This design comes from an exercise in tuning for small area on the open sky130 flow, not from production work. In this exercise RTL edits were held to simulation tests only and were not proved equivalent to the original. Power is estimated from default activity; no workload was simulated.

==> flow/design.v <==
module UART_TX (
    input clk,
    input reset,
    input [7:0] data,
    input tx_en,
    output tx,
    output busy,
    output done
);
localparam [13:0] START = 14'd15191, LAST = 14'd8157, LAST_MASK = 14'd8149;
localparam [13:0] POL = 14'b01010101010101;
localparam [3:0] Q0 = 4'd8, Q9 = 4'd9;
reg fr, busy_r, txo, done_r, sel;
reg [13:0] cnt;
reg [3:0] q;
wire wrap = ((cnt ^ LAST ^ POL) & LAST_MASK) == 14'd0;
reg [3:0] q_inc;
always @(*) begin
    case (q)
        4'd8: q_inc = 4'd0;
        4'd0: q_inc = 4'd1;
        4'd1: q_inc = 4'd3;
        4'd3: q_inc = 4'd2;
        4'd2: q_inc = 4'd6;
        4'd6: q_inc = 4'd7;
        4'd7: q_inc = 4'd5;
        4'd5: q_inc = 4'd4;
        4'd4: q_inc = 4'd9;
        4'd9: q_inc = 4'd0;
        default: q_inc = 4'bxxxx;
    endcase
end
reg sel_n;
always @(*) begin
    case (q)
        4'd8: sel_n = 0;
        4'd0: sel_n = data[0];
        4'd1: sel_n = data[1];
        4'd3: sel_n = data[2];
        4'd2: sel_n = data[3];
        4'd6: sel_n = data[4];
        4'd7: sel_n = data[5];
        4'd5: sel_n = data[6];
        4'd4: sel_n = data[7];
        4'd9: sel_n = 1;
        default: sel_n = 1'bx;
    endcase
end
always @(posedge clk or posedge reset) begin
    if (reset) begin
        fr     <= 1'b0;
        busy_r <= 1'b0;
        txo    <= 1'b1;
        done_r <= 1'b0;
    end else begin
        fr     <= tx_en;
        busy_r <= fr;
        txo    <= ~fr | sel;
        done_r <= fr & (q == Q9);
    end
end
always @(posedge clk) begin
    cnt <= (~fr | wrap) ? START ^ POL : {~cnt[12:0], cnt[13] ^ cnt[12] ^ POL[0]};
    q   <= (tx_en & fr) ? (wrap ? q_inc : q) : Q0;
    sel <= sel_n;
end
assign tx   = txo;
assign busy = busy_r;
assign done = done_r;
endmodule
module UART_RX (
    input clk,
    input reset,
    input rx,
    output [7:0] data,
    output data_valid,
    output busy
);
localparam [13:0] SB = 14'd7529, S0 = 14'd7531, END = 14'd9252, END_MASK = 14'd6139;
localparam [13:0] POL = 14'b01010101010101;
localparam [3:0] IDLE = 4'd12,
           HALF = 4'd13,
           R0 = 4'd0,
           R1 = 4'd1,
           R2 = 4'd2,
           R3 = 4'd3,
           R4 = 4'd4,
           R5 = 4'd5,
           R6 = 4'd6,
           R7 = 4'd7,
           BIT8 = 4'd8,
           DONE = 4'd10,
           ERR = 4'd9;
reg [3:0] st;      
reg [13:0] cnt;
reg [7:0] sh;
wire ev = ((cnt ^ END ^ POL) & END_MASK) == 14'd0;
reg shift, busy_n;
always @(*) begin
    case (st)
        R0, R1, R2, R3, R4, R5, R6, R7: shift = 1'b1;
        default: shift = 1'b0;
    endcase
    case (st)
        R1, R2, R3, R4, R5, R6, R7: busy_n = 1'b1;
        default: busy_n = 1'b0;
    endcase
end
always @(posedge clk or posedge reset) begin
    if (reset)
        st <= IDLE;
    else begin
        case (st)
            IDLE: if (~rx) st <= HALF;
            HALF: if (ev) st <= R0;
            R0: if (ev) st <= R1;
            R1: if (ev) st <= R2;
            R2: if (ev) st <= R3;
            R3: if (ev) st <= R4;
            R4: if (ev) st <= R5;
            R5: if (ev) st <= R6;
            R6: if (ev) st <= R7;
            R7: if (ev) st <= BIT8;
            BIT8: if (ev) st <= rx ? DONE : ERR;
            default: ;
        endcase
    end
end
always @(posedge clk) begin
    if (st == IDLE)
        cnt <= S0 ^ POL;
    else if (ev)
        cnt <= SB ^ POL;
    else
        cnt <= {~cnt[12:0], cnt[13] ^ cnt[12] ^ POL[0]};
    if (ev && shift)
        sh <= {rx, sh[7:1]};
end
assign data       = sh;
assign data_valid = (st == DONE);
assign busy       = busy_n;
endmodule
module UART #(
    parameter WIDTH = 8
)(
    input clk,
    input reset,
    input rx,
    output tx,
    input [WIDTH-1:0] tx_data,
    input tx_en,
    output tx_busy,
    output tx_done,
    output [WIDTH-1:0] rx_data,
    output rx_data_valid,
    output rx_busy
);
UART_TX uart_tx (
    .clk(clk),
    .reset(reset),
    .data(tx_data),
    .tx_en(tx_en),
    .tx(tx),
    .busy(tx_busy),
    .done(tx_done)
);
UART_RX uart_rx (
    .clk(clk),
    .reset(reset),
    .rx(rx),
    .data(rx_data),
    .data_valid(rx_data_valid),
    .busy(rx_busy)
);
endmodule
==> flow/config.mk <==
export PLATFORM = sky130hd
export DESIGN_NAME = UART
export DESIGN_NICKNAME = UART
export VERILOG_FILES = /design/flow/design.v
export SDC_FILE = /design/flow/constraint.sdc
export NUM_CORES = 4
export LEC_CHECK = 0
export CAP_MARGIN = 20
export CORE_MARGIN = 2
export CORE_UTILIZATION = 40
export SLEW_MARGIN = 20
==> flow/constraint.sdc <==
create_clock -name core_clock -period 10.0 [get_ports {clk}]
set_input_delay 2.0000 -clock core_clock [delete_from_list [all_inputs] [get_ports {clk}]]
set_output_delay 2.0000 -clock core_clock [all_outputs]
set_load 0.01 [all_outputs]
standard.sh (not shown) runs the stock make flow with config.mk's settings and CLKGATE_MAP_FILE= SYNTH_SCRIPT=/design/flow/synth_recipe.tcl, a recipe that flattens the netlist after the stock synthesis.
==> flow/flow/run.sh <==
#!/bin/bash
# Layout flow: the standard flow (standard.sh) unchanged except for two
# arguments ORFS takes from the environment:
#  - the port buffers buffer_ports inserts are buf_1 cells;
#  - CTS inserts no dummy loads and builds the tree from clkbuf_4 cells.
# The full output of the flow goes to flow.log in the work folder; ORFS
# keeps each step's own log under orfs/logs/.
set -euo pipefail
export BUFFER_PORTS_ARGS="-buffer_cell sky130_fd_sc_hd__buf_1"
export CTS_ARGS="-sink_clustering_enable -repair_clock_nets -dont_use_dummy_load -buf_list {sky130_fd_sc_hd__clkbuf_2 sky130_fd_sc_hd__clkbuf_4 sky130_fd_sc_hd__clkbuf_8}"
bash standard.sh > flow.log 2>&1
==> next run, changes <==
==> flow/run.sh (new file) <==
#!/bin/bash
# synth_recipe.tcl (not shown) runs the flow's synth.tcl, then flattens the netlist and writes it again
# the make line also repeats each setting of config.mk as NAME=value (left out here)
make -C /OpenROAD-flow-scripts/flow DESIGN_CONFIG=/design/flow/config.mk WORK_HOME=/design/flow/orfs CLKGATE_MAP_FILE= SYNTH_SCRIPT=/design/flow/synth_recipe.tcl finish
Settings changed: CTS_CLUSTER_DIAMETER set to 200, CTS_CLUSTER_SIZE set to 25.
removed: flow/flow/run.sh
removed: flow/standard.sh
After rerunning: The new run completed with no timing, DRC or antenna violations; area after synthesis stays the same; routed wire length falls by about 4.7%; total power rose by about 11%; worst setup slack is worse by 340 ps; sequential power stays flat; fmax falls by 9.1%; global-route usage falls by 0.10 points; synthesized cell count stays the same; cell area is higher by about 10%; cell count went up by about 1.3%.
==> next run, changes <==
==> flow/flow/run.sh (new file) <==
#!/bin/bash
# Layout flow: the standard flow (standard.sh) unchanged except for two
# arguments ORFS takes from the environment:
#  - the port buffers buffer_ports inserts are buf_1 cells;
#  - CTS inserts no dummy loads and builds the tree from clkbuf_4 cells.
# The full output of the flow goes to flow.log in the work folder; ORFS
# keeps each step's own log under orfs/logs/.
set -euo pipefail
export BUFFER_PORTS_ARGS="-buffer_cell sky130_fd_sc_hd__buf_1"
export CTS_ARGS="-sink_clustering_enable -repair_clock_nets -dont_use_dummy_load -buf_list sky130_fd_sc_hd__clkbuf_8"
bash standard.sh > flow.log 2>&1
==> flow/standard.sh (new file) <==
#!/bin/bash
# synth_recipe.tcl (not shown) runs the flow's synth.tcl, then flattens the netlist and writes it again
# the make line also repeats each setting of config.mk as NAME=value (left out here)
make -C /OpenROAD-flow-scripts/flow DESIGN_CONFIG=/design/flow/config.mk WORK_HOME=/design/flow/orfs CLKGATE_MAP_FILE= SYNTH_SCRIPT=/design/flow/synth_recipe.tcl "${@:-finish}"
Settings changed: CTS_CLUSTER_DIAMETER 200 to not set, CTS_CLUSTER_SIZE 25 to not set.
removed: flow/run.sh
Worst setup slack gains 340 ps. Via count rises by 2.6%. Die area does not change.
==> next run, changes <==
--- a/flow/flow/run.sh
+++ b/flow/flow/run.sh
@@ -10 +10 @@
-export CTS_ARGS="-sink_clustering_enable -repair_clock_nets -dont_use_dummy_load -buf_list sky130_fd_sc_hd__clkbuf_8"
+export CTS_ARGS="-repair_clock_nets -dont_use_dummy_load -buf_list sky130_fd_sc_hd__clkbuf_16"
What happened:
- The new run finished with timing, DRC and antenna clean
- cell area climbs by 2.9%
- final cell count is unchanged
- power climbs by 15%
- synthesized area does not change
- synthesized cell count does not change
- clock-buffer cell count is unchanged
- critical path depth is unchanged
- wire length went down by 0.35%
==> next run, changes <==
--- a/flow/flow/run.sh
+++ b/flow/flow/run.sh
@@ -10 +10 @@
-export CTS_ARGS="-repair_clock_nets -dont_use_dummy_load -buf_list sky130_fd_sc_hd__clkbuf_16"
+export CTS_ARGS="-sink_clustering_enable -repair_clock_nets -dont_use_dummy_load -buf_list sky130_fd_sc_hd__clkbuf_16 -sink_clustering_size 50 -sink_clustering_max_diameter 1000"
Effect:
- cell count does not change
- cell area does not change
- total power stays the same
- utilization is unchanged
- clock skew stays the same
- count of clock-buffer cells in the layout is unchanged
- setup slack is unchanged
- maximum frequency is unchanged

==> re-timing with driven ports <==
No port has a modelled driver above. Below, the same layouts with a new extraction and two added sets of constraints.
Step 1 (the two cells are an assumption about what drives the block):
set clk [get_ports {clk}]
set_driving_cell -lib_cell sky130_fd_sc_hd__clkbuf_16 $clk
set_driving_cell -lib_cell sky130_fd_sc_hd__buf_2 [delete_from_list [all_inputs] $clk]
Step 2 also shifts input and output timing later by t, the mid clock arrival at the registers, as if the neighbouring blocks saw the same clock.
a / b / c = ideal / step 1 / step 2; a / b = the first two.
run | t (ns) | slack for setup (ns) | clock arrival spread, ns
the first run | 0.312 | 6.628 / 6.603 / 6.915 | 0.017 / 0.016
the second run | 0.312 | 6.289 / 6.263 / 6.576 | 0.009 / 0.009
the third run | 0.312 | 6.628 / 6.603 / 6.915 | 0.017 / 0.016
the fourth run | 0.303 | 6.656 / 6.626 / 6.930 | 0.009 / 0.009
the fifth run | 0.303 | 6.656 / 6.626 / 6.930 | 0.009 / 0.009
After both steps every run listed still meets setup and hold.
